Background: an optimization exercise with open tools, aiming at small area. Do not read the settings as production practice. The RTL was checked by simulation tests, not by an equivalence proof against the original design.

==> flow/design.v <==
module fir_filter (
    input CLK_Filter,
    input rst_n,
    input wire [7:0] filter_in,
    output reg [19:0] filter_out
);
  reg [7:0] d0;
  reg [7:0] d1;
  reg [7:0] d2;
  reg [7:0] d3;
  reg [7:0] d4;
  reg [7:0] d5;
  reg [7:0] d6;
  reg [7:0] d7;
  reg [7:0] d8;
  reg [7:0] d9;
  reg [7:0] d10;
  reg [7:0] d11;
  reg [7:0] d12;
  reg [7:0] d13;
  reg [7:0] d14;
  reg [7:0] d15;
  reg [7:0] d16;
  reg [7:0] d17;
  reg [7:0] d18;
  reg [7:0] d19;
  reg [7:0] d20;
  reg [7:0] d21;
  reg [7:0] d22;
  reg [7:0] d23;
  reg [1:0] st;
  always @(posedge CLK_Filter or negedge rst_n) begin
    if (!rst_n) st <= 2'd0;
    else st <= {st[1] | st[0], st[1] | ~st[0]};
  end
  wire en = st[1] & st[0];
  wire [7:0] en8 = {8{en}};
  always @(posedge CLK_Filter) begin
    d0 <= filter_in;
    d1 <= d0;
    d2 <= d1;
    d3 <= ~(d2 & en8);
    d4 <= d3;
    d5 <= d4;
    d6 <= ~(d5 | ~en8);
    d7 <= d6;
    d8 <= d7;
    d9 <= ~(d8 & en8);
    d10 <= d9;
    d11 <= d10;
    d12 <= ~(d11 | ~en8);
    d13 <= d12;
    d14 <= ~(d13 & en8);
    d15 <= d14;
    d16 <= d15;
    d17 <= ~(d16 | ~en8);
    d18 <= d17;
    d19 <= d18;
    d20 <= ~(d19 & en8);
    d21 <= d20;
    d22 <= d21;
    d23 <= ~(d22 | ~en8);
  end
  wire s0, c1;
  fir_ha us0 (.a(d3[0]), .b(d22[0]), .s(s0), .co(c1));
  wire s2, c3;
  fir_fa us2 (.a(d3[1]), .b(d22[1]), .ci(c1), .s(s2), .co(c3));
  wire s4, c5;
  fir_fa us4 (.a(d3[2]), .b(d22[2]), .ci(c3), .s(s4), .co(c5));
  wire s6, c7;
  fir_fa us6 (.a(d3[3]), .b(d22[3]), .ci(c5), .s(s6), .co(c7));
  wire s8, c9;
  fir_fa us8 (.a(d3[4]), .b(d22[4]), .ci(c7), .s(s8), .co(c9));
  wire s10, c11;
  fir_fa us10 (.a(d3[5]), .b(d22[5]), .ci(c9), .s(s10), .co(c11));
  wire s12, c13;
  fir_fa us12 (.a(d3[6]), .b(d22[6]), .ci(c11), .s(s12), .co(c13));
  wire s14, c15;
  fir_fa us14 (.a(d3[7]), .b(d22[7]), .ci(c13), .s(s14), .co(c15));
  wire s16, c17;
  fir_ha us16 (.a(d5[0]), .b(d20[0]), .s(s16), .co(c17));
  wire s18, c19;
  fir_fa us18 (.a(d5[1]), .b(d20[1]), .ci(c17), .s(s18), .co(c19));
  wire s20, c21;
  fir_fa us20 (.a(d5[2]), .b(d20[2]), .ci(c19), .s(s20), .co(c21));
  wire s22, c23;
  fir_fa us22 (.a(d5[3]), .b(d20[3]), .ci(c21), .s(s22), .co(c23));
  wire s24, c25;
  fir_fa us24 (.a(d5[4]), .b(d20[4]), .ci(c23), .s(s24), .co(c25));
  wire s26, c27;
  fir_fa us26 (.a(d5[5]), .b(d20[5]), .ci(c25), .s(s26), .co(c27));
  wire s28, c29;
  fir_fa us28 (.a(d5[6]), .b(d20[6]), .ci(c27), .s(s28), .co(c29));
  wire s30, c31;
  fir_fa us30 (.a(d5[7]), .b(d20[7]), .ci(c29), .s(s30), .co(c31));
  wire s32, c33;
  fir_fa us32 (.a(d6[0]), .b(d19[0]), .ci(1'b1), .s(s32), .co(c33));
  wire s34, c35;
  fir_fa us34 (.a(d6[1]), .b(d19[1]), .ci(c33), .s(s34), .co(c35));
  wire s36, c37;
  fir_fa us36 (.a(d6[2]), .b(d19[2]), .ci(c35), .s(s36), .co(c37));
  wire s38, c39;
  fir_fa us38 (.a(d6[3]), .b(d19[3]), .ci(c37), .s(s38), .co(c39));
  wire s40, c41;
  fir_fa us40 (.a(d6[4]), .b(d19[4]), .ci(c39), .s(s40), .co(c41));
  wire s42, c43;
  fir_fa us42 (.a(d6[5]), .b(d19[5]), .ci(c41), .s(s42), .co(c43));
  wire s44, c45;
  fir_fa us44 (.a(d6[6]), .b(d19[6]), .ci(c43), .s(s44), .co(c45));
  wire s46, c47;
  fir_fa us46 (.a(d6[7]), .b(d19[7]), .ci(c45), .s(s46), .co(c47));
  wire s48, c49;
  fir_fa us48 (.a(d7[0]), .b(d18[0]), .ci(1'b1), .s(s48), .co(c49));
  wire s50, c51;
  fir_fa us50 (.a(d7[1]), .b(d18[1]), .ci(c49), .s(s50), .co(c51));
  wire s52, c53;
  fir_fa us52 (.a(d7[2]), .b(d18[2]), .ci(c51), .s(s52), .co(c53));
  wire s54, c55;
  fir_fa us54 (.a(d7[3]), .b(d18[3]), .ci(c53), .s(s54), .co(c55));
  wire s56, c57;
  fir_fa us56 (.a(d7[4]), .b(d18[4]), .ci(c55), .s(s56), .co(c57));
  wire s58, c59;
  fir_fa us58 (.a(d7[5]), .b(d18[5]), .ci(c57), .s(s58), .co(c59));
  wire s60, c61;
  fir_fa us60 (.a(d7[6]), .b(d18[6]), .ci(c59), .s(s60), .co(c61));
  wire s62, c63;
  fir_fa us62 (.a(d7[7]), .b(d18[7]), .ci(c61), .s(s62), .co(c63));
  wire s64, c65;
  fir_fa us64 (.a(d8[0]), .b(d17[0]), .ci(1'b1), .s(s64), .co(c65));
  wire s66, c67;
  fir_fa us66 (.a(d8[1]), .b(d17[1]), .ci(c65), .s(s66), .co(c67));
  wire s68, c69;
  fir_fa us68 (.a(d8[2]), .b(d17[2]), .ci(c67), .s(s68), .co(c69));
  wire s70, c71;
  fir_fa us70 (.a(d8[3]), .b(d17[3]), .ci(c69), .s(s70), .co(c71));
  wire s72, c73;
  fir_fa us72 (.a(d8[4]), .b(d17[4]), .ci(c71), .s(s72), .co(c73));
  wire s74, c75;
  fir_fa us74 (.a(d8[5]), .b(d17[5]), .ci(c73), .s(s74), .co(c75));
  wire s76, c77;
  fir_fa us76 (.a(d8[6]), .b(d17[6]), .ci(c75), .s(s76), .co(c77));
  wire s78, c79;
  fir_fa us78 (.a(d8[7]), .b(d17[7]), .ci(c77), .s(s78), .co(c79));
  wire s80, c81;
  fir_ha us80 (.a(d9[0]), .b(d16[0]), .s(s80), .co(c81));
  wire s82, c83;
  fir_fa us82 (.a(d9[1]), .b(d16[1]), .ci(c81), .s(s82), .co(c83));
  wire s84, c85;
  fir_fa us84 (.a(d9[2]), .b(d16[2]), .ci(c83), .s(s84), .co(c85));
  wire s86, c87;
  fir_fa us86 (.a(d9[3]), .b(d16[3]), .ci(c85), .s(s86), .co(c87));
  wire s88, c89;
  fir_fa us88 (.a(d9[4]), .b(d16[4]), .ci(c87), .s(s88), .co(c89));
  wire s90, c91;
  fir_fa us90 (.a(d9[5]), .b(d16[5]), .ci(c89), .s(s90), .co(c91));
  wire s92, c93;
  fir_fa us92 (.a(d9[6]), .b(d16[6]), .ci(c91), .s(s92), .co(c93));
  wire s94, c95;
  fir_fa us94 (.a(d9[7]), .b(d16[7]), .ci(c93), .s(s94), .co(c95));
  wire s96, c97;
  fir_ha us96 (.a(d10[0]), .b(d15[0]), .s(s96), .co(c97));
  wire s98, c99;
  fir_fa us98 (.a(d10[1]), .b(d15[1]), .ci(c97), .s(s98), .co(c99));
  wire s100, c101;
  fir_fa us100 (.a(d10[2]), .b(d15[2]), .ci(c99), .s(s100), .co(c101));
  wire s102, c103;
  fir_fa us102 (.a(d10[3]), .b(d15[3]), .ci(c101), .s(s102), .co(c103));
  wire s104, c105;
  fir_fa us104 (.a(d10[4]), .b(d15[4]), .ci(c103), .s(s104), .co(c105));
  wire s106, c107;
  fir_fa us106 (.a(d10[5]), .b(d15[5]), .ci(c105), .s(s106), .co(c107));
  wire s108, c109;
  fir_fa us108 (.a(d10[6]), .b(d15[6]), .ci(c107), .s(s108), .co(c109));
  wire s110, c111;
  fir_fa us110 (.a(d10[7]), .b(d15[7]), .ci(c109), .s(s110), .co(c111));
  wire s112, c113;
  fir_ha us112 (.a(d11[0]), .b(d14[0]), .s(s112), .co(c113));
  wire s114, c115;
  fir_fa us114 (.a(d11[1]), .b(d14[1]), .ci(c113), .s(s114), .co(c115));
  wire s116, c117;
  fir_fa us116 (.a(d11[2]), .b(d14[2]), .ci(c115), .s(s116), .co(c117));
  wire s118, c119;
  fir_fa us118 (.a(d11[3]), .b(d14[3]), .ci(c117), .s(s118), .co(c119));
  wire s120, c121;
  fir_fa us120 (.a(d11[4]), .b(d14[4]), .ci(c119), .s(s120), .co(c121));
  wire s122, c123;
  fir_fa us122 (.a(d11[5]), .b(d14[5]), .ci(c121), .s(s122), .co(c123));
  wire s124, c125;
  fir_fa us124 (.a(d11[6]), .b(d14[6]), .ci(c123), .s(s124), .co(c125));
  wire s126, c127;
  fir_fa us126 (.a(d11[7]), .b(d14[7]), .ci(c125), .s(s126), .co(c127));
  wire n128 = ~s0;
  wire n129 = ~s64;
  wire n130 = ~s112;
  wire s131, c132;
  fir_fa us131 (.a(s48), .b(s2), .ci(s114), .s(s131), .co(c132));
  wire n133 = ~s66;
  wire n134 = ~s131;
  wire s135, c136;
  fir_fa us135 (.a(s0), .b(s50), .ci(s4), .s(s135), .co(c136));
  wire s137, c138;
  fir_fa us137 (.a(s116), .b(c132), .ci(s68), .s(s137), .co(c138));
  wire n139 = ~s135;
  wire n140 = ~s137;
  wire s141, c142;
  fir_fa us141 (.a(d4[0]), .b(d21[0]), .ci(s2), .s(s141), .co(c142));
  wire s143, c144;
  fir_fa us143 (.a(s141), .b(s52), .ci(s6), .s(s143), .co(c144));
  wire s145, c146;
  fir_fa us145 (.a(s118), .b(c136), .ci(s70), .s(s145), .co(c146));
  wire n147 = ~c138;
  wire n148 = ~s143;
  wire n149 = ~s145;
  wire s150, c151;
  fir_fa us150 (.a(d4[1]), .b(d21[1]), .ci(s16), .s(s150), .co(c151));
  wire s152, c153;
  fir_fa us152 (.a(s80), .b(s150), .ci(s4), .s(s152), .co(c153));
  wire s154, c155;
  fir_fa us154 (.a(c142), .b(s152), .ci(s54), .s(s154), .co(c155));
  wire s156, c157;
  fir_fa us156 (.a(s8), .b(s120), .ci(c144), .s(s156), .co(c157));
  wire s158, c159;
  fir_fa us158 (.a(s72), .b(c146), .ci(s154), .s(s158), .co(c159));
  wire n160 = ~s156;
  wire n161 = ~s158;
  wire s162, c163;
  fir_fa us162 (.a(d4[2]), .b(d21[2]), .ci(s80), .s(s162), .co(c163));
  wire s164, c165;
  fir_fa us164 (.a(c151), .b(s18), .ci(s82), .s(s164), .co(c165));
  wire s166, c167;
  fir_fa us166 (.a(s162), .b(s164), .ci(s6), .s(s166), .co(c167));
  wire s168, c169;
  fir_fa us168 (.a(c153), .b(s166), .ci(s56), .s(s168), .co(c169));
  wire s170, c171;
  fir_fa us170 (.a(c155), .b(s10), .ci(s122), .s(s170), .co(c171));
  wire s172, c173;
  fir_fa us172 (.a(c157), .b(s74), .ci(c159), .s(s172), .co(c173));
  wire n174 = ~s168;
  wire n175 = ~s170;
  wire n176 = ~s172;
  wire s177, c178;
  fir_fa us177 (.a(d4[3]), .b(d21[3]), .ci(s96), .s(s177), .co(c178));
  wire s179, c180;
  fir_fa us179 (.a(s112), .b(c163), .ci(s82), .s(s179), .co(c180));
  wire s181, c182;
  fir_fa us181 (.a(s177), .b(s20), .ci(s84), .s(s181), .co(c182));
  wire s183, c184;
  fir_fa us183 (.a(c165), .b(s179), .ci(s181), .s(s183), .co(c184));
  wire s185, c186;
  fir_fa us185 (.a(s8), .b(c167), .ci(s183), .s(s185), .co(c186));
  wire s187, c188;
  fir_fa us187 (.a(s58), .b(c169), .ci(s185), .s(s187), .co(c188));
  wire s189, c190;
  fir_fa us189 (.a(s12), .b(s124), .ci(c171), .s(s189), .co(c190));
  wire s191, c192;
  fir_fa us191 (.a(s76), .b(c173), .ci(s187), .s(s191), .co(c192));
  wire n193 = ~s189;
  wire n194 = ~s191;
  wire s195, c196;
  fir_fa us195 (.a(d4[4]), .b(d21[4]), .ci(c178), .s(s195), .co(c196));
  wire s197, c198;
  fir_fa us197 (.a(s98), .b(s114), .ci(s84), .s(s197), .co(c198));
  wire s199, c200;
  fir_fa us199 (.a(c180), .b(s195), .ci(s22), .s(s199), .co(c200));
  wire s201, c202;
  fir_fa us201 (.a(s86), .b(c182), .ci(s197), .s(s201), .co(c202));
  wire s203, c204;
  fir_fa us203 (.a(c184), .b(s199), .ci(s201), .s(s203), .co(c204));
  wire s205, c206;
  fir_fa us205 (.a(s10), .b(c186), .ci(s203), .s(s205), .co(c206));
  wire s207, c208;
  fir_fa us207 (.a(s60), .b(c188), .ci(c190), .s(s207), .co(c208));
  wire s209, c210;
  fir_fa us209 (.a(s14), .b(s126), .ci(s205), .s(s209), .co(c210));
  wire s211, c212;
  fir_fa us211 (.a(s78), .b(c192), .ci(s207), .s(s211), .co(c212));
  wire n213 = ~s209;
  wire n214 = ~s211;
  wire s215, c216;
  fir_fa us215 (.a(d4[5]), .b(d21[5]), .ci(c196), .s(s215), .co(c216));
  wire s217, c218;
  fir_fa us217 (.a(s100), .b(s116), .ci(s86), .s(s217), .co(c218));
  wire s219, c220;
  fir_fa us219 (.a(c198), .b(s215), .ci(s24), .s(s219), .co(c220));
  wire s221, c222;
  fir_fa us221 (.a(s88), .b(c200), .ci(c202), .s(s221), .co(c222));
  wire s223, c224;
  fir_fa us223 (.a(s217), .b(s219), .ci(c204), .s(s223), .co(c224));
  wire s225, c226;
  fir_fa us225 (.a(s221), .b(s12), .ci(c15), .s(s225), .co(c226));
  wire s227, c228;
  fir_fa us227 (.a(c127), .b(c206), .ci(s223), .s(s227), .co(c228));
  wire s229, c230;
  fir_fa us229 (.a(c79), .b(s62), .ci(c208), .s(s229), .co(c230));
  wire s231, c232;
  fir_fa us231 (.a(s225), .b(c210), .ci(s227), .s(s231), .co(c232));
  wire n233 = ~s229;
  wire n234 = ~c212;
  wire n235 = ~s231;
  wire s236, c237;
  fir_fa us236 (.a(d4[6]), .b(d21[6]), .ci(c216), .s(s236), .co(c237));
  wire s238, c239;
  fir_fa us238 (.a(s102), .b(s118), .ci(s88), .s(s238), .co(c239));
  wire s240, c241;
  fir_fa us240 (.a(c218), .b(s236), .ci(s26), .s(s240), .co(c241));
  wire s242, c243;
  fir_fa us242 (.a(s90), .b(c220), .ci(c222), .s(s242), .co(c243));
  wire s244, c245;
  fir_fa us244 (.a(s238), .b(s240), .ci(c224), .s(s244), .co(c245));
  wire s246, c247;
  fir_fa us246 (.a(s242), .b(s14), .ci(c63), .s(s246), .co(c247));
  wire s248, c249;
  fir_fa us248 (.a(c226), .b(c228), .ci(s244), .s(s248), .co(c249));
  wire s250, c251;
  fir_fa us250 (.a(s246), .b(c230), .ci(s248), .s(s250), .co(c251));
  wire n252 = ~c232;
  wire n253 = ~s250;
  wire s254, c255;
  fir_fa us254 (.a(d4[7]), .b(d21[7]), .ci(c237), .s(s254), .co(c255));
  wire s256, c257;
  fir_fa us256 (.a(s104), .b(s120), .ci(s90), .s(s256), .co(c257));
  wire s258, c259;
  fir_fa us258 (.a(c239), .b(s254), .ci(s28), .s(s258), .co(c259));
  wire s260, c261;
  fir_fa us260 (.a(s92), .b(c241), .ci(c243), .s(s260), .co(c261));
  wire s262, c263;
  fir_fa us262 (.a(s256), .b(c15), .ci(s258), .s(s262), .co(c263));
  wire s264, c265;
  fir_fa us264 (.a(c245), .b(s260), .ci(c247), .s(s264), .co(c265));
  wire s266, c267;
  fir_fa us266 (.a(s262), .b(c249), .ci(s264), .s(s266), .co(c267));
  wire n268 = ~c251;
  wire n269 = ~s266;
  wire s270, c271;
  fir_fa us270 (.a(c255), .b(s106), .ci(s122), .s(s270), .co(c271));
  wire s272, c273;
  fir_fa us272 (.a(s92), .b(c257), .ci(s270), .s(s272), .co(c273));
  wire s274, c275;
  fir_fa us274 (.a(c259), .b(s30), .ci(s94), .s(s274), .co(c275));
  wire s276, c277;
  fir_fa us276 (.a(c261), .b(s272), .ci(c263), .s(s276), .co(c277));
  wire s278, c279;
  fir_fa us278 (.a(s274), .b(c265), .ci(s276), .s(s278), .co(c279));
  wire n280 = ~c267;
  wire n281 = ~s278;
  wire s282, c283;
  fir_fa us282 (.a(s108), .b(s124), .ci(c271), .s(s282), .co(c283));
  wire s284, c285;
  fir_fa us284 (.a(c31), .b(c95), .ci(s94), .s(s284), .co(c285));
  wire s286, c287;
  fir_fa us286 (.a(c273), .b(s282), .ci(c275), .s(s286), .co(c287));
  wire s288, c289;
  fir_fa us288 (.a(s284), .b(c277), .ci(s286), .s(s288), .co(c289));
  wire n290 = ~c279;
  wire n291 = ~s288;
  wire s292, c293;
  fir_fa us292 (.a(c95), .b(c283), .ci(s110), .s(s292), .co(c293));
  wire s294, c295;
  fir_fa us294 (.a(s126), .b(c285), .ci(s292), .s(s294), .co(c295));
  wire n296 = ~c287;
  wire n297 = ~c289;
  wire n298 = ~s294;
  wire s299, c300;
  fir_fa us299 (.a(c111), .b(c127), .ci(c293), .s(s299), .co(c300));
  wire n301 = ~c295;
  wire n302 = ~s299;
  wire n303 = ~c300;
  wire s304, c305;
  fir_fa us304 (.a(d2[0]), .b(d23[0]), .ci(n128), .s(s304), .co(c305));
  wire s306, c307;
  fir_fa us306 (.a(n130), .b(n129), .ci(s82), .s(s306), .co(c307));
  wire s308, c309;
  fir_fa us308 (.a(s98), .b(s304), .ci(s306), .s(s308), .co(c309));
  wire s310, c311;
  fir_fa us310 (.a(d2[1]), .b(d23[1]), .ci(s16), .s(s310), .co(c311));
  wire s312, c313;
  fir_fa us312 (.a(s32), .b(c305), .ci(s310), .s(s312), .co(c313));
  wire s314, c315;
  fir_fa us314 (.a(n133), .b(s84), .ci(s100), .s(s314), .co(c315));
  wire s316, c317;
  fir_fa us316 (.a(c307), .b(n134), .ci(s312), .s(s316), .co(c317));
  wire s318, c319;
  fir_fa us318 (.a(c309), .b(s314), .ci(s316), .s(s318), .co(c319));
  wire s320, c321;
  fir_fa us320 (.a(d2[2]), .b(d23[2]), .ci(s112), .s(s320), .co(c321));
  wire s322, c323;
  fir_fa us322 (.a(s32), .b(c311), .ci(s18), .s(s322), .co(c323));
  wire s324, c325;
  fir_fa us324 (.a(s320), .b(s34), .ci(c313), .s(s324), .co(c325));
  wire s326, c327;
  fir_fa us326 (.a(s322), .b(s86), .ci(s102), .s(s326), .co(c327));
  wire s328, c329;
  fir_fa us328 (.a(c315), .b(n139), .ci(c317), .s(s328), .co(c329));
  wire s330, c331;
  fir_fa us330 (.a(s324), .b(n140), .ci(s326), .s(s330), .co(c331));
  wire s332, c333;
  fir_fa us332 (.a(c319), .b(s328), .ci(s330), .s(s332), .co(c333));
  wire s334, c335;
  fir_fa us334 (.a(d2[3]), .b(d23[3]), .ci(s96), .s(s334), .co(c335));
  wire s336, c337;
  fir_fa us336 (.a(s64), .b(c321), .ci(s114), .s(s336), .co(c337));
  wire s338, c339;
  fir_fa us338 (.a(s334), .b(s34), .ci(s20), .s(s338), .co(c339));
  wire s340, c341;
  fir_fa us340 (.a(c323), .b(s336), .ci(s36), .s(s340), .co(c341));
  wire s342, c343;
  fir_fa us342 (.a(c325), .b(s338), .ci(n147), .s(s342), .co(c343));
  wire s344, c345;
  fir_fa us344 (.a(s340), .b(s88), .ci(s104), .s(s344), .co(c345));
  wire s346, c347;
  fir_fa us346 (.a(c327), .b(n148), .ci(c329), .s(s346), .co(c347));
  wire s348, c349;
  fir_fa us348 (.a(n149), .b(s342), .ci(c331), .s(s348), .co(c349));
  wire s350, c351;
  fir_fa us350 (.a(s344), .b(s346), .ci(c333), .s(s350), .co(c351));
  wire s352, c353;
  fir_fa us352 (.a(d2[4]), .b(d23[4]), .ci(s32), .s(s352), .co(c353));
  wire s354, c355;
  fir_fa us354 (.a(c335), .b(s98), .ci(s66), .s(s354), .co(c355));
  wire s356, c357;
  fir_fa us356 (.a(s352), .b(s116), .ci(c337), .s(s356), .co(c357));
  wire s358, c359;
  fir_fa us358 (.a(s36), .b(s354), .ci(s22), .s(s358), .co(c359));
  wire s360, c361;
  fir_fa us360 (.a(c339), .b(s356), .ci(s38), .s(s360), .co(c361));
  wire s362, c363;
  fir_fa us362 (.a(c341), .b(s358), .ci(c343), .s(s362), .co(c363));
  wire s364, c365;
  fir_fa us364 (.a(s360), .b(s90), .ci(s106), .s(s364), .co(c365));
  wire s366, c367;
  fir_fa us366 (.a(c345), .b(n160), .ci(c347), .s(s366), .co(c367));
  wire s368, c369;
  fir_fa us368 (.a(s362), .b(n161), .ci(c349), .s(s368), .co(c369));
  wire s370, c371;
  fir_fa us370 (.a(s364), .b(s366), .ci(c351), .s(s370), .co(c371));
  wire s372, c373;
  fir_fa us372 (.a(d2[5]), .b(d23[5]), .ci(s48), .s(s372), .co(c373));
  wire s374, c375;
  fir_fa us374 (.a(s64), .b(s34), .ci(c353), .s(s374), .co(c375));
  wire s376, c377;
  fir_fa us376 (.a(s372), .b(s100), .ci(s68), .s(s376), .co(c377));
  wire s378, c379;
  fir_fa us378 (.a(c355), .b(s374), .ci(s118), .s(s378), .co(c379));
  wire s380, c381;
  fir_fa us380 (.a(c357), .b(s38), .ci(s376), .s(s380), .co(c381));
  wire s382, c383;
  fir_fa us382 (.a(s24), .b(c359), .ci(s378), .s(s382), .co(c383));
  wire s384, c385;
  fir_fa us384 (.a(s40), .b(c361), .ci(s380), .s(s384), .co(c385));
  wire s386, c387;
  fir_fa us386 (.a(c363), .b(s382), .ci(n174), .s(s386), .co(c387));
  wire s388, c389;
  fir_fa us388 (.a(s92), .b(s108), .ci(c365), .s(s388), .co(c389));
  wire s390, c391;
  fir_fa us390 (.a(s384), .b(n175), .ci(c367), .s(s390), .co(c391));
  wire s392, c393;
  fir_fa us392 (.a(n176), .b(s386), .ci(c369), .s(s392), .co(c393));
  wire s394, c395;
  fir_fa us394 (.a(s388), .b(s390), .ci(c371), .s(s394), .co(c395));
  wire s396, c397;
  fir_fa us396 (.a(d2[6]), .b(d23[6]), .ci(d12[0]), .s(s396), .co(c397));
  wire s398, c399;
  fir_fa us398 (.a(d13[0]), .b(s396), .ci(s50), .s(s398), .co(c399));
  wire s400, c401;
  fir_fa us400 (.a(s66), .b(c373), .ci(s36), .s(s400), .co(c401));
  wire s402, c403;
  fir_fa us402 (.a(c375), .b(s398), .ci(s102), .s(s402), .co(c403));
  wire s404, c405;
  fir_fa us404 (.a(s70), .b(c377), .ci(s400), .s(s404), .co(c405));
  wire s406, c407;
  fir_fa us406 (.a(s120), .b(c379), .ci(s402), .s(s406), .co(c407));
  wire s408, c409;
  fir_fa us408 (.a(s40), .b(c381), .ci(s26), .s(s408), .co(c409));
  wire s410, c411;
  fir_fa us410 (.a(s404), .b(c383), .ci(s42), .s(s410), .co(c411));
  wire s412, c413;
  fir_fa us412 (.a(s406), .b(c385), .ci(s408), .s(s412), .co(c413));
  wire s414, c415;
  fir_fa us414 (.a(s410), .b(c387), .ci(c389), .s(s414), .co(c415));
  wire s416, c417;
  fir_fa us416 (.a(s94), .b(s110), .ci(n193), .s(s416), .co(c417));
  wire s418, c419;
  fir_fa us418 (.a(c391), .b(s412), .ci(c393), .s(s418), .co(c419));
  wire s420, c421;
  fir_fa us420 (.a(s414), .b(n194), .ci(s416), .s(s420), .co(c421));
  wire s422, c423;
  fir_fa us422 (.a(c395), .b(s418), .ci(s420), .s(s422), .co(c423));
  wire s424, c425;
  fir_fa us424 (.a(d2[7]), .b(d23[7]), .ci(d12[1]), .s(s424), .co(c425));
  wire s426, c427;
  fir_fa us426 (.a(d13[1]), .b(c397), .ci(s424), .s(s426), .co(c427));
  wire s428, c429;
  fir_fa us428 (.a(s426), .b(s52), .ci(s68), .s(s428), .co(c429));
  wire s430, c431;
  fir_fa us430 (.a(c399), .b(s38), .ci(c401), .s(s430), .co(c431));
  wire s432, c433;
  fir_fa us432 (.a(s428), .b(s104), .ci(c403), .s(s432), .co(c433));
  wire s434, c435;
  fir_fa us434 (.a(s72), .b(c405), .ci(s430), .s(s434), .co(c435));
  wire s436, c437;
  fir_fa us436 (.a(s122), .b(c407), .ci(s432), .s(s436), .co(c437));
  wire s438, c439;
  fir_fa us438 (.a(s42), .b(s28), .ci(c409), .s(s438), .co(c439));
  wire s440, c441;
  fir_fa us440 (.a(s434), .b(s44), .ci(c411), .s(s440), .co(c441));
  wire s442, c443;
  fir_fa us442 (.a(s436), .b(c95), .ci(c111), .s(s442), .co(c443));
  wire s444, c445;
  fir_fa us444 (.a(c413), .b(s438), .ci(s440), .s(s444), .co(c445));
  wire s446, c447;
  fir_fa us446 (.a(c415), .b(s442), .ci(c417), .s(s446), .co(c447));
  wire s448, c449;
  fir_fa us448 (.a(n213), .b(s444), .ci(c419), .s(s448), .co(c449));
  wire s450, c451;
  fir_fa us450 (.a(s446), .b(n214), .ci(c421), .s(s450), .co(c451));
  wire s452, c453;
  fir_fa us452 (.a(s448), .b(c423), .ci(s450), .s(s452), .co(c453));
  wire s454, c455;
  fir_fa us454 (.a(d12[2]), .b(d13[2]), .ci(1'b1), .s(s454), .co(c455));
  wire s456, c457;
  fir_fa us456 (.a(c425), .b(s454), .ci(c427), .s(s456), .co(c457));
  wire s458, c459;
  fir_fa us458 (.a(s456), .b(s54), .ci(s70), .s(s458), .co(c459));
  wire s460, c461;
  fir_fa us460 (.a(c429), .b(s40), .ci(c431), .s(s460), .co(c461));
  wire s462, c463;
  fir_fa us462 (.a(s458), .b(s106), .ci(c433), .s(s462), .co(c463));
  wire s464, c465;
  fir_fa us464 (.a(s74), .b(c435), .ci(s460), .s(s464), .co(c465));
  wire s466, c467;
  fir_fa us466 (.a(s124), .b(c437), .ci(s462), .s(s466), .co(c467));
  wire s468, c469;
  fir_fa us468 (.a(s44), .b(c439), .ci(s30), .s(s468), .co(c469));
  wire s470, c471;
  fir_fa us470 (.a(s464), .b(s46), .ci(c441), .s(s470), .co(c471));
  wire s472, c473;
  fir_fa us472 (.a(c443), .b(s466), .ci(s468), .s(s472), .co(c473));
  wire s474, c475;
  fir_fa us474 (.a(c445), .b(s470), .ci(n233), .s(s474), .co(c475));
  wire s476, c477;
  fir_fa us476 (.a(c447), .b(n234), .ci(s472), .s(s476), .co(c477));
  wire s478, c479;
  fir_fa us478 (.a(n235), .b(c449), .ci(c451), .s(s478), .co(c479));
  wire s480, c481;
  fir_fa us480 (.a(s474), .b(s476), .ci(s478), .s(s480), .co(c481));
  wire s482, c483;
  fir_fa us482 (.a(d12[3]), .b(d13[3]), .ci(1'b1), .s(s482), .co(c483));
  wire s484, c485;
  fir_fa us484 (.a(c455), .b(s482), .ci(c457), .s(s484), .co(c485));
  wire s486, c487;
  fir_fa us486 (.a(s484), .b(s56), .ci(s72), .s(s486), .co(c487));
  wire s488, c489;
  fir_fa us488 (.a(c459), .b(s42), .ci(c461), .s(s488), .co(c489));
  wire s490, c491;
  fir_fa us490 (.a(s486), .b(s108), .ci(c463), .s(s490), .co(c491));
  wire s492, c493;
  fir_fa us492 (.a(s76), .b(c31), .ci(c465), .s(s492), .co(c493));
  wire s494, c495;
  fir_fa us494 (.a(s488), .b(s126), .ci(c47), .s(s494), .co(c495));
  wire s496, c497;
  fir_fa us496 (.a(c467), .b(s490), .ci(s46), .s(s496), .co(c497));
  wire s498, c499;
  fir_fa us498 (.a(c469), .b(s492), .ci(c471), .s(s498), .co(c499));
  wire s500, c501;
  fir_fa us500 (.a(s494), .b(s496), .ci(c473), .s(s500), .co(c501));
  wire s502, c503;
  fir_fa us502 (.a(n252), .b(s498), .ci(c475), .s(s502), .co(c503));
  wire s504, c505;
  fir_fa us504 (.a(c477), .b(s500), .ci(n253), .s(s504), .co(c505));
  wire s506, c507;
  fir_fa us506 (.a(s502), .b(c479), .ci(s504), .s(s506), .co(c507));
  wire s508, c509;
  fir_fa us508 (.a(d12[4]), .b(d13[4]), .ci(c483), .s(s508), .co(c509));
  wire s510, c511;
  fir_fa us510 (.a(s508), .b(c485), .ci(s58), .s(s510), .co(c511));
  wire s512, c513;
  fir_fa us512 (.a(s74), .b(c487), .ci(s44), .s(s512), .co(c513));
  wire s514, c515;
  fir_fa us514 (.a(c489), .b(c127), .ci(s510), .s(s514), .co(c515));
  wire s516, c517;
  fir_fa us516 (.a(c491), .b(s110), .ci(c47), .s(s516), .co(c517));
  wire s518, c519;
  fir_fa us518 (.a(s78), .b(c493), .ci(s512), .s(s518), .co(c519));
  wire s520, c521;
  fir_fa us520 (.a(c495), .b(s514), .ci(c497), .s(s520), .co(c521));
  wire s522, c523;
  fir_fa us522 (.a(s516), .b(s518), .ci(c499), .s(s522), .co(c523));
  wire s524, c525;
  fir_fa us524 (.a(s520), .b(c501), .ci(n268), .s(s524), .co(c525));
  wire s526, c527;
  fir_fa us526 (.a(s522), .b(n269), .ci(c503), .s(s526), .co(c527));
  wire s528, c529;
  fir_fa us528 (.a(c505), .b(s524), .ci(s526), .s(s528), .co(c529));
  wire s530, c531;
  fir_fa us530 (.a(d12[5]), .b(d13[5]), .ci(1'b1), .s(s530), .co(c531));
  wire s532, c533;
  fir_fa us532 (.a(s530), .b(c509), .ci(s60), .s(s532), .co(c533));
  wire s534, c535;
  fir_fa us534 (.a(s76), .b(c511), .ci(c111), .s(s534), .co(c535));
  wire s536, c537;
  fir_fa us536 (.a(c79), .b(s46), .ci(c513), .s(s536), .co(c537));
  wire s538, c539;
  fir_fa us538 (.a(c515), .b(s532), .ci(s534), .s(s538), .co(c539));
  wire s540, c541;
  fir_fa us540 (.a(c517), .b(c519), .ci(s536), .s(s540), .co(c541));
  wire s542, c543;
  fir_fa us542 (.a(s538), .b(c521), .ci(s540), .s(s542), .co(c543));
  wire s544, c545;
  fir_fa us544 (.a(c523), .b(n280), .ci(n281), .s(s544), .co(c545));
  wire s546, c547;
  fir_fa us546 (.a(s542), .b(c525), .ci(c527), .s(s546), .co(c547));
  wire s548, c549;
  fir_fa us548 (.a(s544), .b(s546), .ci(c529), .s(s548), .co(c549));
  wire s550, c551;
  fir_fa us550 (.a(d12[6]), .b(d13[6]), .ci(1'b1), .s(s550), .co(c551));
  wire s552, c553;
  fir_fa us552 (.a(c531), .b(s550), .ci(c47), .s(s552), .co(c553));
  wire s554, c555;
  fir_fa us554 (.a(s62), .b(s78), .ci(c533), .s(s554), .co(c555));
  wire s556, c557;
  fir_fa us556 (.a(c535), .b(c537), .ci(s552), .s(s556), .co(c557));
  wire s558, c559;
  fir_fa us558 (.a(s554), .b(c539), .ci(c541), .s(s558), .co(c559));
  wire s560, c561;
  fir_fa us560 (.a(s556), .b(n290), .ci(n291), .s(s560), .co(c561));
  wire s562, c563;
  fir_fa us562 (.a(c543), .b(s558), .ci(c545), .s(s562), .co(c563));
  wire s564, c565;
  fir_fa us564 (.a(s560), .b(c547), .ci(s562), .s(s564), .co(c565));
  wire s566, c567;
  fir_fa us566 (.a(d12[7]), .b(d13[7]), .ci(c551), .s(s566), .co(c567));
  wire s568, c569;
  fir_fa us568 (.a(s566), .b(c63), .ci(c79), .s(s568), .co(c569));
  wire s570, c571;
  fir_fa us570 (.a(c553), .b(c555), .ci(s568), .s(s570), .co(c571));
  wire s572, c573;
  fir_fa us572 (.a(n296), .b(c557), .ci(s570), .s(s572), .co(c573));
  wire s574, c575;
  fir_fa us574 (.a(n298), .b(n297), .ci(c559), .s(s574), .co(c575));
  wire s576, c577;
  fir_fa us576 (.a(s572), .b(c561), .ci(s574), .s(s576), .co(c577));
  wire s578, c579;
  fir_fa us578 (.a(c563), .b(s576), .ci(c565), .s(s578), .co(c579));
  wire s580, c581;
  fir_fa us580 (.a(c567), .b(c569), .ci(1'b1), .s(s580), .co(c581));
  wire s582, c583;
  fir_fa us582 (.a(s580), .b(c571), .ci(n301), .s(s582), .co(c583));
  wire s584, c585;
  fir_fa us584 (.a(n302), .b(c573), .ci(s582), .s(s584), .co(c585));
  wire s586, c587;
  fir_fa us586 (.a(c575), .b(s584), .ci(c577), .s(s586), .co(c587));
  wire s588, c589;
  fir_fa us588 (.a(c581), .b(n303), .ci(1'b1), .s(s588), .co(c589));
  wire s590, c591;
  fir_fa us590 (.a(c583), .b(s588), .ci(c585), .s(s590), .co(c591));
  wire s592, c593;
  fir_fa us592 (.a(c589), .b(c591), .ci(1'b1), .s(s592), .co(c593));
  wire s594, c595;
  fir_ha us594 (.a(s80), .b(s96), .s(s594), .co(c595));
  wire s596, c597;
  fir_ha us596 (.a(c595), .b(s308), .s(s596), .co(c597));
  wire s598, c599;
  fir_ha us598 (.a(c597), .b(s318), .s(s598), .co(c599));
  wire s600, c601;
  fir_ha us600 (.a(c599), .b(s332), .s(s600), .co(c601));
  wire s602, c603;
  fir_fa us602 (.a(s348), .b(c601), .ci(s350), .s(s602), .co(c603));
  wire s604, c605;
  fir_fa us604 (.a(s368), .b(c603), .ci(s370), .s(s604), .co(c605));
  wire s606, c607;
  fir_fa us606 (.a(s392), .b(s394), .ci(c605), .s(s606), .co(c607));
  wire s608, c609;
  fir_ha us608 (.a(c607), .b(s422), .s(s608), .co(c609));
  wire s610, c611;
  fir_ha us610 (.a(c453), .b(s480), .s(s610), .co(c611));
  wire s612, c613;
  fir_ha us612 (.a(c481), .b(s506), .s(s612), .co(c613));
  wire s614, c615;
  fir_ha us614 (.a(c507), .b(s528), .s(s614), .co(c615));
  wire s616, c617;
  fir_ha us616 (.a(c549), .b(s564), .s(s616), .co(c617));
  wire s618, c619;
  fir_ha us618 (.a(s586), .b(c579), .s(s618), .co(c619));
  wire s620, c621;
  fir_ha us620 (.a(s590), .b(c587), .s(s620), .co(c621));
  wire n622 = ~c593;
  wire a623 = s452 & c609;
  wire g624 = c613 | (s612 & c611);
  wire a625 = s612 & s610;
  wire a626 = s548 & c615;
  wire a627 = s548 & s614;
  wire a628 = s578 & c617;
  wire a629 = s578 & s616;
  wire g630 = c621 | (s620 & c619);
  wire a631 = s620 & s618;
  wire a632 = n622 & s592;
  wire g633 = c611 | (s610 & a623);
  wire g634 = g624 | (a625 & a623);
  wire g635 = c617 | (s616 & a626);
  wire a636 = s616 & a627;
  wire g637 = a628 | (a629 & a626);
  wire a638 = a629 & a627;
  wire a639 = s592 & g630;
  wire a640 = s592 & a631;
  wire g641 = c593 | (a632 & g630);
  wire a642 = a632 & a631;
  wire g643 = c615 | (s614 & g634);
  wire g644 = a626 | (a627 & g634);
  wire g645 = g635 | (a636 & g634);
  wire g646 = g637 | (a638 & g634);
  wire a647 = 1'b1 & g641;
  wire a648 = 1'b1 & a642;
  wire g649 = c619 | (s618 & g646);
  wire g650 = g630 | (a631 & g646);
  wire g651 = a639 | (a640 & g646);
  wire g652 = g641 | (a642 & g646);
  wire g653 = a647 | (a648 & g646);
  wire o654 = s452 ^ c609;
  wire o655 = s610 ^ a623;
  wire o656 = s612 ^ g633;
  wire o657 = s614 ^ g634;
  wire o658 = s548 ^ g643;
  wire o659 = s616 ^ g644;
  wire o660 = s578 ^ g645;
  wire o661 = s618 ^ g646;
  wire o662 = s620 ^ g649;
  wire o663 = s592 ^ g650;
  wire o664 = n622 ^ g651;
  wire o665 = 1'b1 ^ g652;
  wire [19:0] y = {o665, o664, o663, o662, o661, o660, o659, o658, o657, o656, o655, o654, s608, s606, s604, s602, s600, s598, s596, s594};
  always @(posedge CLK_Filter or negedge rst_n) begin
    if (!rst_n) filter_out <= 20'd0;
    else filter_out <= y & {20{en}};
  end
endmodule
module fir_fa (input a, input b, input ci, output s, output co);
  assign s = a ^ b ^ ci;
  assign co = (a & b) | (a & ci) | (b & ci);
endmodule
module fir_ha (input a, input b, output s, output co);
  assign s = a ^ b;
  assign co = a & b;
endmodule
==> flow/flow/run.sh <==
#!/bin/bash
# The standard ORFS flow (the standard.sh) with two arguments changed:
# the port buffers use the smallest buffer cell, and the clock tree is built
# from smaller clusters of smaller buffers, without dummy loads.
set -euo pipefail
bash standard.sh \
  'BUFFER_PORTS_ARGS=-buffer_cell sky130_fd_sc_hd__buf_1' \
  'CTS_ARGS=-sink_clustering_enable -repair_clock_nets -sink_clustering_size 16 -sink_clustering_max_diameter 80 -sink_buffer_max_cap_derate 1.0 -buf_list {sky130_fd_sc_hd__clkbuf_8} -dont_use_dummy_load' \
  finish > standard.log 2>&1
==> flow/standard.sh <==
#!/bin/bash
# synth_recipe.tcl (not shown) runs the flow's synth.tcl, then flattens the netlist and writes it again
# the make line also repeats each setting of config.mk as NAME=value (left out here)
make -C /OpenROAD-flow-scripts/flow DESIGN_CONFIG=/design/flow/config.mk WORK_HOME=/design/flow/orfs CLKGATE_MAP_FILE= SYNTH_SCRIPT=/design/flow/synth_recipe.tcl "${@:-finish}"
==> flow/config.mk <==
export PLATFORM = sky130hd
export DESIGN_NAME = fir_filter
export DESIGN_NICKNAME = fir_filter
export VERILOG_FILES = /design/flow/design.v
export SDC_FILE = /design/flow/constraint.sdc
export NUM_CORES = 4
export LEC_CHECK = 0
export CAP_MARGIN = 20
export CORE_MARGIN = 2
export CORE_UTILIZATION = 75
export GPL_TIMING_DRIVEN = 0
export SLEW_MARGIN = 20
export SYNTH_HIERARCHICAL = 1
export SYNTH_MINIMUM_KEEP_SIZE = 0
==> flow/constraint.sdc <==
create_clock -name core_clock -period 8.0 [get_ports {CLK_Filter}]
set_input_delay 1.6000 -clock core_clock [delete_from_list [all_inputs] [get_ports {CLK_Filter}]]
set_output_delay 1.6000 -clock core_clock [all_outputs]
set_load 0.01 [all_outputs]
==> summary.md, run 1 <==
| Metric | Value |
|---|---|
| Critical Path End Type | flop |
| Fmax | 129.2 MHz |
| Simple-Gate Fraction of Synth Area | 3.833% |
| Min-Delay Path Class | flop to flop |
| RSZ-0062 raised after global routing | false |
| CP Capture Point | filter_out[17] |
| Multiplexer area fraction after synthesis | 0% |
| Drt pass-1 iters | 4 |
| Post-synthesis cell type count | 28 |
| Synth Instances | 674 |
| Gr ovfl total | 0 |
| Register area share after synthesis | 40.18% |
| Synth Area in XOR/XNOR | 0.4005% |
| Antenna cells | 0 |
| Largest net degree at the start of global routing | 23 |
| Worst Reg2Reg Path Length in Cells | 22 |
| Synth warnings | 7 |
| Num rows | 44 |
| Port buffer count | 29 |
| Synth-to-Final Area Change | 6.636% |
| Worst EP required | 8380 ps |
| Synth Area in Adders | 53.00% |
| Final Hold Vio Count | 0 |
| Combinational family with the most area after synthesis | adder cells |
| Root buffer cell | clkbuf_8 |
| Fillers | 748 |
| CP startpoint | d5[0] |
| Nets | 1046 |
| Final Skew | 19.16 ps |
| Clk latency of the worst-skew pair | 500 ps |
| Die Ht | 124.8 um |
| Vias in the first global route | 6319 |
| Vias per inst | 5.598 |
| R2R Path End | filter_out[17] |
| H-tree Lvls | 1 |
| Remaining DRCs | 0 |
| Max Cap Viol | 0 |
| Core area | 14370 um^2 |
| Register bit count reported by yosys | 214 |
| Critical path class | flop to flop |
| Io pins | 30 |
| Slew Limit Fails | 0 |
| Placer congestion estimate | 0.9030 |
| Hold-fix buffers at CTS | 0 |
| Post-Syn Area per Cell | 16.22 um^2 |
| Via Count | 5156 |
| Hpwl dp | 18560 um |
| Global-route wire length before repair | 34090 um |
| Synth Area in Compound Gates | 0.9039% |
| Final Cell Area | 11660 um^2 |
| Die ar. | 15560 um^2 |
| Register Area | 4394 um^2 |
| Period utilization | 96.77% |
| Setup violations, final | 0 |
| Max FO, Critical Path | 5 |
| Relative slew margins | 38.80% |
| Multi-input gate area | 6452 um^2 |
| Clk buf depth | 3 |
| Min Clock Period, post-route | 7742 ps |
| Setup_tns | 0 ps |
| Worst-margin pin slew | 918.0 ps |
| Clk pin slew, worst setup/hold paths | 100 ps |
| Reg-to-reg startpoint | d5[0] |
| Initial core utilization | 76.11% |
| Reg2Reg Setup Slack | 260 ps |
| Overall Global Routing Usage | 30.21% |
| Proportion of layout cells with a drive suffix above 1 | 7.463% |
| Detail Route Antenna Nets | 0 |
| Routed wire length | 21730 um |
| WP data arrival | 8120 ps |
| Die Wd | 124.8 um |
| Status | no timing/DRC/antenna violations |
| CTS Buf Count | 17 |
| Area after DPL | 11310 um^2 |
| Initial antenna violation count | 0 |
| DRT iter0 DRCs | 357 |
| CP startpoint kind | flop |
| Wirelength per Cell | 23.60 um |
| CTS tree | done |
| Mapped cell area | 10940 um^2 |
| Largest register FFs | 20 |
| Sink Count | 214 |
| Reg with most FFs | filter_out |
cell type report:
type	count	share of cell area (%)
multi-input cells	421	55.33
inverters	38	1.223
repair buffers	37	1.459
well taps	184	1.974
clock buffers	17	2.006
plain buffers	10	0.3219
flip-flops and latches	214	37.68
modules after synthesis, one instance, submodules excluded:
module | area [um^2] | cells | times used | flip-flops and latches
fir_ha | 12.51 | 1 | 16 | 0
fir_fa | 20.02 | 1 | 277 | 0
fir_filter | 5190 | 381 | 1 | 214
Yosys cell counts, drive strengths merged:
library cell,count,area (um^2)
a211oi,2,32.53
a21o,2,16.27
a21oi,2,10.01
and2,1,6.260
and3,12,75.07
clkbuf,10,37.54
conb,1,3.750
dfrtp,22,550.5
dfxtp,192,3844
fa,277,5545
ha,20,250.2
inv,38,142.6
nand2,36,135.1
nand2b,1,6.260
nand3,1,5.000
nor2,41,153.9
nor2b,1,6.260
nor3,4,25.02
o211ai,1,7.510
o21a,3,23.77
o21ai,1,8.760
or2,1,6.260
xnor2,1,8.760
xor2,4,35.03
metal layers:
metal | vias up | part of all wire (%) | track usage [%]
met1 | 2838 | 41 | 44.47
met4 | 0 | 0.90 | 5.750
li1 | 2155 | - | -
met2 | 149 | 51 | 48.89
met5 | - | 0 | 0
met3 | 14 | 7.0 | 6.357
metrics by stage:
step	setup slack, ps	hold slack (ps)	utilization [%]	cells
after CTS	3.070	333.6	80.40	913
after global routing	5.621	338.8	81.16	921
after detailed placement	-87.13	312.1	78.70	896
after global placement	39.75	310.4	78.70	896
final	258.5	331.1	81.16	921
after floorplan	421.9	309.6	-	683
worst max-delay path: stages (launching register included):
cell and delay, ps:
dfxtp_1 360, ha_1 240, fa_1 380, fa_2 370, fa_1 390, fa_1 410, fa_1 400, fa_1 600
fa_1 460, fa_1 410, fa_1 470, fa_1 500, inv_1 60, fa_1 380, fa_1 460, fa_1 390
fa_1 380, ha_1 220, a21oi_2 150, inv_1 80, a211oi_4 240, nor3_1 90, o21a_1 170
cells by family after synthesis:
kind of cell	after synthesis
XOR/XNOR	5
other	1
adder cells (fa/ha/maj)	297
AO/OA/AOI/OAI	11
buffers and inverters	48
AND/OR/NAND/NOR	98
flip-flops	214
placed cells by master, fill, tap and decap left out, types with 2 or more instances in the layout:
cell type  count
clkbuf_8      17
ha_1          20
dfxtp_1      192
nor3_1         3
xor2_1         4
buf_4          8
conb_1        10
and3_1        12
dfrtp_1       22
buf_1         28
nor2_1        41
inv_1         38
a21oi_2        2
clkbuf_1      10
fa_2          20
fa_1         257
o21a_1         2
nand2_1       36
repair_timing:
action,CTS,global route
endpoints found under the setup margin,5,5
pin swaps,0,9
gates resized for setup,4,18
setup buffers,0,8
worst min-delay path by stage:
stage / from / to / cells past startpoint
6_report: d0[7] / d1[7] / 0
3_3_place_gp: d0[6] / d1[6] / 0
3_5_place_dp: d1[2] / d2[2] / 0
4_1_cts: d1[7] / d2[7] / 0
5_1_grt: d1[5] / d2[5] / 0
2_1_floorplan: d0[0] / d1[0] / 0
==> run 2, diff against run 1 <==
--- a/flow/config.mk
+++ b/flow/config.mk
@@ -7,7 +7,7 @@
 export LEC_CHECK = 0
 export CAP_MARGIN = 20
 export CORE_MARGIN = 2
-export CORE_UTILIZATION = 75
+export CORE_UTILIZATION = 85
 export GPL_TIMING_DRIVEN = 0
 export SLEW_MARGIN = 20
 export SYNTH_HIERARCHICAL = 1
==> summary.md, run 2 <==
| Metric | Value |
|---|---|
| Status | aborted with a tool error |
| Last stage | detailed placement (3_5_place_dp) |
| Stop err | [ERROR DPL-0033] detailed placement checks failed during check placement. |
| Die Ht | 117.4 um |
| Initial core utilization | 87.01% |
| Synth Flop Type | dfxtp_1 |
| Synth Area in Adders | 53.00% |
| Register bit count reported by yosys | 214 |
| Area contributors post-synth | fa_1, dfxtp_1, dfrtp_1, ha_1, nor2_1 |
| Most common cell in the netlist | fa_1 |
| Multiplexer area fraction after synthesis | 0% |
| Top cells by count, synth | fa_1, dfxtp_1, nor2_1 |
| Die Wd | 117.4 um |
| Register area share after synthesis | 40.18% |
| Asr flop ratio synth | 10.28% |
| Synth top area share | 50.71% |
| Post-Syn Area per Cell | 16.22 um^2 |
| Io pins | 30 |
| Num rows | 41 |
| Hpwl dp | 27330 um |
| Mapped cell area | 10940 um^2 |
| Simple-Gate Fraction of Synth Area | 3.833% |
| Port buffer count | 29 |
| Post-synthesis cell type count | 28 |
| Synth Area in XOR/XNOR | 0.4005% |
| Synth warnings | 7 |
| Placer congestion estimate | 0.9125 |
| Synth Area in Compound Gates | 0.9039% |
| Synth area leader | fa_1 |
| Synth Instances | 674 |
| Combinational family with the most area after synthesis | adder cells |
| Post-synth EDFFs | 0 |
==> run 2: cell counts after synthesis <==
Identical to the previous run, type by type.
==> run 2: modules after synthesis (local to each module, per instance) <==
module / times used / flops+latches / area [um^2]
fir_fa: 277 / 0 / 20.02
fir_ha: 16 / 0 / 12.51
fir_filter: 1 / 214 / 5190
==> run 2: metrics by stage <==
step / setup WS [ps] / hold slack, ps
2_1_floorplan: 421.9 / 309.6
3_3_place_gp: 38.84 / 309.6
==> run 2: cells by family after synthesis <==
| kind of cell | count (synthesis) |
|---|---|
| flops | 214 |
| compound gates | 11 |
| fa+ha+maj | 297 |
| xor+xnor | 5 |
| buf+inv | 48 |
| other cells | 1 |
| simple gates | 98 |
==> run 2: worst max path at each step <==
stage	from	to	slack, ps	depth (start not counted)
2_1_floorplan	d11[0]	filter_out[17]	420	23
3_3_place_gp	d11[0]	filter_out[17]	40	23
==> run 3, diff against run 2 <==
--- a/flow/config.mk
+++ b/flow/config.mk
@@ -7,7 +7,10 @@
 export LEC_CHECK = 0
 export CAP_MARGIN = 20
 export CORE_MARGIN = 2
-export CORE_UTILIZATION = 85
+export CORE_UTILIZATION = 60
+export CTS_BUF_LIST = sky130_fd_sc_hd__clkbuf_8 sky130_fd_sc_hd__clkbuf_16
+export CTS_CLUSTER_DIAMETER = 150
+export CTS_CLUSTER_SIZE = 30
 export GPL_TIMING_DRIVEN = 0
 export SLEW_MARGIN = 20
 export SYNTH_HIERARCHICAL = 1
==> summary.md, run 3 <==
| Metric | Value |
|---|---|
| Status | no timing/DRC/antenna violations |
| DP Worst Slack | -77.72 ps |
| Global-route wire length before repair | 34120 um |
| Worst path max stage delay | 620 ps |
| CP startpoint kind | flop |
| Nets | 1051 |
| Reg with most FFs | filter_out |
| Hold WS | 333.5 ps |
| Die Ht | 139.0 um |
| CTS tree | done |
| Clk buf depth | 3 |
| Hpwl dp | 18530 um |
| Io pins | 30 |
| Max FO, Critical Path | 5 |
| Post-Syn Area per Cell | 16.22 um^2 |
| Slew Limit Fails | 0 |
| Synth top area share | 50.71% |
| Final Hold Vio Count | 0 |
| Core area | 17900 um^2 |
| Clk pin slew, worst setup/hold paths | 90 ps |
| Largest register FFs | 20 |
| Final Cell Area | 11760 um^2 |
| Most common cell after layout, fill and taps aside | fa_1 |
| Via Count | 5010 |
| Cell Count, Final, Fillers Out | 971 |
| Post-synthesis cell type count | 28 |
| Largest net degree at the start of global routing | 23 |
| Initial antenna violation count | 0 |
| Register area share after synthesis | 40.18% |
| Die ar. | 19320 um^2 |
| Critical path class | flop to flop |
| Crit path top cell by count | fa_1 |
| Worst Reg2Reg Path Length in Cells | 22 |
| H-tree Lvls | 1 |
| Inst Count DP | 941 |
| WP buf/inv | 2 |
| Area contributors post-synth | fa_1, dfxtp_1, dfrtp_1, ha_1, nor2_1 |
| Hold Crit Depth | 0 |
| Most common cell in the netlist | fa_1 |
| Overall Global Routing Usage | 24.11% |
| Relative slew margins | 37.58% |
| Num rows | 49 |
| Final worst-path setup slack | 240.6 ps |
| Vias per inst | 5.160 |
| HP Start | d1[7] |
| Drt pass-1 iters | 5 |
| Antenna cells | 0 |
| Detail Route Antenna Nets | 0 |
| Fillers | 1351 |
| Critical path depth | 22 |
| Port buffer count | 29 |
| Synth Instances | 674 |
| Fmax | 128.9 MHz |
| Synth warnings | 7 |
| Most frequent cells in the layout | fa_1, dfxtp_1, nor2_1 |
| Register bit count reported by yosys | 214 |
| Proportion of layout cells with a drive suffix above 1 | 8.356% |
| Final Skew | 33.90 ps |
| Clk latency of the worst-skew pair | 520 ps |
| Placer congestion estimate | 0.8796 |
| Period utilization | 96.99% |
| Area after DPL | 11360 um^2 |
| Asr flop ratio synth | 10.28% |
| Synth area leader | fa_1 |
| Cell Chain, Critical Path | ha_1, fa_1, fa_2, fa_1, fa_1, fa_1, fa_1, fa_1, fa_1, inv_1, fa_1, fa_1, fa_1, fa_2, fa_1, fa_1, ha_1, a21oi_2, inv_1, a211oi_4, o21a_2, nor3_2 |
| DRT iter0 DRCs | 295 |
| Worst-margin pin slew | 936.3 ps |
| WP data arrival | 8100 ps |
| Critical path's top delay family | adder cells |
| Wirelength per Cell | 22.01 um |
| Min-Delay Path Class | flop to flop |
| Max Cap Viol | 0 |
| Gr ovfl total | 0 |
| Synth Flop Type | dfxtp_1 |
| CP startpoint | d9[0] |
| Setup violations, final | 0 |
| Vias in the first global route | 6214 |
| Critical Path End Type | flop |
| Initial core utilization | 61.08% |
| Mapped cell area | 10940 um^2 |
| Min Clock Period, post-route | 7759 ps |
| Reg-to-reg startpoint | d9[0] |
| Worst EP required | 8340 ps |
| Root buffer cell | clkbuf_8 |
| Hold-fix buffers at CTS | 0 |
| Sink Count | 214 |
| Top cells by count, synth | fa_1, dfxtp_1, nor2_1 |
| Routed wire length | 21380 um |
| Post-synth EDFFs | 0 |
| Die Wd | 139.0 um |
| Crit-path slowest cell | fa_2 |
| RSZ-0062 raised after global routing | false |
| Synth-to-Final Area Change | 7.563% |
| Remaining DRCs | 0 |
| CTS Buf Count | 17 |
[run 3: metal layers]
layer  wire [um]  vias to the layer above  global-route usage, %  share of wire (%)
met5           0                        -                      0                  0
met4         326                        0                  4.147                1.5
met3        1254                       26                  3.902                5.9
met2       10300                      114                  38.71                 48
met1        9494                     2707                  36.36                 44
li1            -                     2163                      -                  -
[run 3: kinds of logic (layout without fill, tap and decap cells)]
logic type,count (synthesis),after routing,synth area share (%)
adder cells (fa/ha/maj),297,297,53.00
flip-flops,214,214,40.18
AND/OR/NAND/NOR,98,98,3.833
buffers and inverters,48,107,1.648
AO/OA/AOI/OAI,11,11,0.9039
XOR/XNOR,5,5,0.4004
other,1,10,0.03429
[run 3: final cells by class]
type / instances / area (um^2) / area share [%]
multi-input combinational: 421 / 6460 / 54.92
sequential: 214 / 4394 / 37.36
tap: 229 / 286.5 / 2.436
clock buffer: 17 / 234.0 / 1.989
timing repair buffer: 42 / 207.7 / 1.766
inverter: 38 / 142.6 / 1.213
buffer: 10 / 37.54 / 0.3191
[run 3: path summary, 6_finish.rpt]
kind                       slack, ps              to
min in group asynchronous       1070  filter_out[11]
setup reg to reg                 240  filter_out[18]
max in group asynchronous       6570  filter_out[12]
hold / removal                   330           d2[7]
hold reg to reg                  330           d2[7]
setup / recovery                 240  filter_out[18]
[run 3: stage by stage]
stage | utilization [%] | setup TNS, ps
2_1_floorplan | - | 0
3_3_place_gp | 63.48 | -0.8109
3_5_place_dp | 63.48 | -261.0
4_1_cts | 64.86 | 0
5_1_grt | 65.70 | 0
6_report | 65.70 | 0
[run 3: what timing repair did]
| item | CTS | global route |
|---|---|---|
| endpoints found under the setup margin | 5 | 5 |
| cloned | 0 | 0 |
| gates resized for setup | 5 | 19 |
| setup buffers | 0 | 13 |
| pin swaps | 1 | 10 |
[run 3: modules after synthesis (local to each module, per instance)]
| module | cells | copies in the design | area [um^2] | flip-flops and latches |
|---|---|---|---|---|
| fir_fa | 1 | 277 | 20.02 | 0 |
| fir_filter | 381 | 1 | 5190 | 214 |
| fir_ha | 1 | 16 | 12.51 | 0 |
[run 3: worst reg2reg max path: stages (launching register included)]
cell and delay, ps:
dfxtp_1 330, ha_1 200, fa_1 400, fa_2 620, fa_1 450, fa_1 550, fa_1 450, fa_1 420
fa_1 420, fa_1 490, inv_1 60, fa_1 380, fa_1 400, fa_1 390, fa_2 350, fa_1 410
fa_1 380, ha_1 220, a21oi_2 140, inv_1 80, a211oi_4 240, o21a_2 190, nor3_2 30
==> run 4, diff against run 3 <==
--- a/flow/design.v
+++ b/flow/design.v
@@ -2,7 +2,7 @@
     input CLK_Filter,
     input rst_n,
     input wire [7:0] filter_in,
-    output reg [19:0] filter_out
+    output wire [19:0] filter_out
 );
   reg [7:0] d0;
   reg [7:0] d1;
@@ -728,10 +728,14 @@
   wire o664 = n622 ^ g651;
   wire o665 = 1'b1 ^ g652;
   wire [19:0] y = {o665, o664, o663, o662, o661, o660, o659, o658, o657, o656, o655, o654, s608, s606, s604, s602, s600, s598, s596, s594};
+  reg en2;
   always @(posedge CLK_Filter or negedge rst_n) begin
-    if (!rst_n) filter_out <= 20'd0;
-    else filter_out <= y & {20{en}};
+    if (!rst_n) en2 <= 1'b0;
+    else en2 <= en;
   end
+  reg [19:0] q;
+  always @(posedge CLK_Filter) q <= y;
+  assign filter_out = q & {20{en2}};
 endmodule
 module fir_fa (input a, input b, input ci, output s, output co);
   assign s = a ^ b ^ ci;
--- a/flow/config.mk
+++ b/flow/config.mk
@@ -7,10 +7,7 @@
 export LEC_CHECK = 0
 export CAP_MARGIN = 20
 export CORE_MARGIN = 2
-export CORE_UTILIZATION = 60
-export CTS_BUF_LIST = sky130_fd_sc_hd__clkbuf_8 sky130_fd_sc_hd__clkbuf_16
-export CTS_CLUSTER_DIAMETER = 150
-export CTS_CLUSTER_SIZE = 30
+export CORE_UTILIZATION = 75
 export GPL_TIMING_DRIVEN = 0
 export SLEW_MARGIN = 20
 export SYNTH_HIERARCHICAL = 1
==> summary.md, run 4 <==
| Metric | Value |
|---|---|
| Status | no timing/DRC/antenna violations |
| Synth Flop Type | dfxtp_1 |
| Slew Limit Fails | 0 |
| Nets | 1049 |
| Port buffer count | 29 |
| Cell Chain, Critical Path | ha_1, fa_2, fa_2, fa_1, fa_1, fa_1, fa_2, fa_1, fa_1, inv_1, fa_1, fa_1, fa_2, fa_2, fa_2, fa_2, ha_4, nand4_2, o211ai_1, or2_1, xor2_1 |
| Clk buf depth | 3 |
| Via Count | 5361 |
| Worst Hold End | d1[7] |
| Post-route core utilization | 83.36% |
| Global-route wire length before repair | 37270 um |
| Max FO, Critical Path | 3 |
| Root buffer cell | clkbuf_8 |
| HP Start | d0[7] |
| Sink Count | 215 |
| Worst EP required | 8410 ps |
| Reg-to-reg startpoint | d5[0] |
| Drt pass-1 iters | 4 |
| Critical Path End Type | flop |
| Reg with most FFs | q |
| R2R Path End | q[17] |
| Fmax | 126.6 MHz |
| Final Skew | 31.07 ps |
| Clk latency of the worst-skew pair | 510 ps |
| Largest net degree at the start of global routing | 17 |
| Crit-path slowest cell | fa_1 |
| Detail Route Antenna Nets | 0 |
| Inst Count DP | 892 |
| Vias in the first global route | 6643 |
| Proportion of layout cells with a drive suffix above 1 | 9.595% |
| Post-synthesis cell type count | 25 |
| Register bit count reported by yosys | 215 |
| Critical path class | flop to flop |
| Overall Global Routing Usage | 33.49% |
| Hold WS | 333.1 ps |
| Core area | 13990 um^2 |
| Synth-to-Final Area Change | 7.336% |
| Cell Count, Final, Fillers Out | 921 |
| Relative slew margins | 50.74% |
| Hold Crit Depth | 0 |
| Most frequent cells in the layout | fa_1, dfxtp_1, inv_1 |
| Register area share after synthesis | 39.76% |
| Initial antenna violation count | 0 |
| Most common cell in the netlist | fa_1 |
| Synth Instances | 674 |
| Die Ht | 124.4 um |
| Wirelength per Cell | 26.58 um |
| Gr ovfl total | 0 |
| Min-Delay Path Class | flop to flop |
| Max Cap Viol | 0 |
| H-tree Lvls | 1 |
| DRT iter0 DRCs | 352 |
| WP data arrival | 8310 ps |
| Area after DPL | 11230 um^2 |
| Placer congestion estimate | 0.9008 |
| CTS tree | done |
| CTS Buf Count | 17 |
| Num rows | 43 |
| Largest register FFs | 20 |
| Post-synth EDFFs | 0 |
| Vias per inst | 5.821 |
| CP startpoint kind | flop |
| Initial core utilization | 77.67% |
| Worst-margin pin slew | 738.9 ps |
| Io pins | 30 |
| Asr flop ratio synth | 1.395% |
| Synth area leader | fa_1 |
| Die Wd | 124.4 um |
| Clk pin slew, worst setup/hold paths | 100 ps |
| Final Hold Vio Count | 0 |
| Setup violations, final | 0 |
| Post-Syn Area per Cell | 16.12 um^2 |
| Die ar. | 15460 um^2 |
| Worst Reg2Reg Path Length in Cells | 21 |
| Synth top area share | 51.04% |
| Final Cell Area | 11660 um^2 |
| Synth warnings | 7 |
| Min Clock Period, post-route | 7900 ps |
| Worst path max stage delay | 590 ps |
| Area contributors post-synth | fa_1, dfxtp_1, ha_1, inv_1, nand2_1 |
| Top cells by count, synth | fa_1, dfxtp_1, inv_1 |
| Remaining DRCs | 0 |
| Hpwl dp | 19090 um |
| Routed wire length | 24480 um |
| Mapped cell area | 10860 um^2 |
| Most common cell after layout, fill and taps aside | fa_1 |
| Reg2Reg Setup Slack | 100 ps |
| Period utilization | 98.75% |
==> run 4: changes by cell type in the layout (fill, tap and decap cells not counted), sizes merged, moves of 4 or more <==
cell | previous run | this run
dfrtp | 22 | 3
and2 | 1 | 20
nor3 | 4 | 0
dfxtp | 192 | 212
clkbuf | 28 | 22
nor2 | 41 | 35
and3 | 12 | 0
==> run 4: cell type report <==
type	count	area [um^2]
repair buffers	40	191.4
flip-flops and latches	215	4319
fillers	633	2327
inverters	37	138.9
diodes	1	2.502
clock buffers	17	234.0
multi-input cells	423	6516
plain buffers	8	33.78
well taps	180	225.2
==> run 4: repair_timing <==
action                                  in CTS  in global routing
resized for setup                            8                 29
setup buffers                                1                 10
hold buffers                                 0                  0
pin swaps                                    2                 15
endpoints found under the setup margin       5                  5
==> run 4: cell families after synthesis <==
logic type	Yosys count	share of synthesized area (%)
adder cells (fa/ha/maj)	297	53.35
flip-flops	215	39.76
AND/OR/NAND/NOR	100	4.146
buffers and inverters	45	1.589
AO/OA/AOI/OAI	9	0.5642
XOR/XNOR	7	0.5643
other	1	0.03452
==> run 4: Yosys stat by module (local to each module, per instance) <==
module / cell area (um^2) / flops+latches
fir_fa: 20.02 / 0
fir_filter: 5119 / 215
fir_ha: 12.51 / 0
==> run 4: worst max-delay path, delay by kind of cell (launching register included) <==
family                   cells  cell delay, ps
AO/OA/AOI/OAI                1             270
XOR/XNOR                     1             160
adder cells (fa/ha/maj)     16            6670
buffers and inverters        1              60
flip-flops                   1             350
AND/OR/NAND/NOR              2             290
==> run 4: worst max path at each step <==
stage	start	to	slack, ps	cells past startpoint
2_1_floorplan	d11[0]	q[18]	440	22
3_3_place_gp	d11[0]	q[18]	40	22
3_5_place_dp	d11[0]	q[17]	-60	22
4_1_cts	d11[0]	q[18]	8	22
5_1_grt	d5[0]	q[17]	-80	21
6_report	d5[0]	q[17]	100	21
==> run 4: stage by stage <==
step | setup TNS [ps] | setup WS, ps
finish | 0 | 99.70
global route | -201.3 | -79.38
CTS | 0 | 7.667
detailed placement | -122.1 | -59.56
global placement | 0 | 37.31
floorplan | 0 | 441.2
==> run 4: layer usage <==
layer / wire, um / part of all wire, % / track usage [%]
met5: 0 / 0 / 0
met4: 1127 / 4.6 / 13.02
met3: 1820 / 7.4 / 6.744
met2: 12330 / 50 / 55.61
met1: 9196 / 38 / 44.74

## afterwards: timing with drivers on the ports
In the flow no input, the clock included, has a driving cell. The finished layouts below were timed again as built, in two steps.
Step 1 sets driving cells, clkbuf_16 on the clock port and buf_2 on the other inputs (assumed; they add their load-dependent delay and slew).
Step 2 also shifts input and output timing later by t, the mid clock arrival at the registers, as if the neighbouring blocks saw the same clock.
Three values: ideal, step 1, step 2; two values: the first two.
run | t, ns | setup WS [ns] | worst setup path at the end | slew at the worst register clock pin (ns) | worst slew at a driven data input, ns
run 1 | 0.534 | 0.258 / 0.258 / 0.258 | register to register | 0.10 / 0.10 | 0.03
run 3 | 0.539 | 0.241 / 0.241 / 0.241 | register to register | 0.11 / 0.11 | 0.03
run 4 | 0.530 | 0.100 / 0.100 / 0.100 | register to register | 0.11 / 0.11 | 0.04
After both steps setup and hold are still met in every run listed.
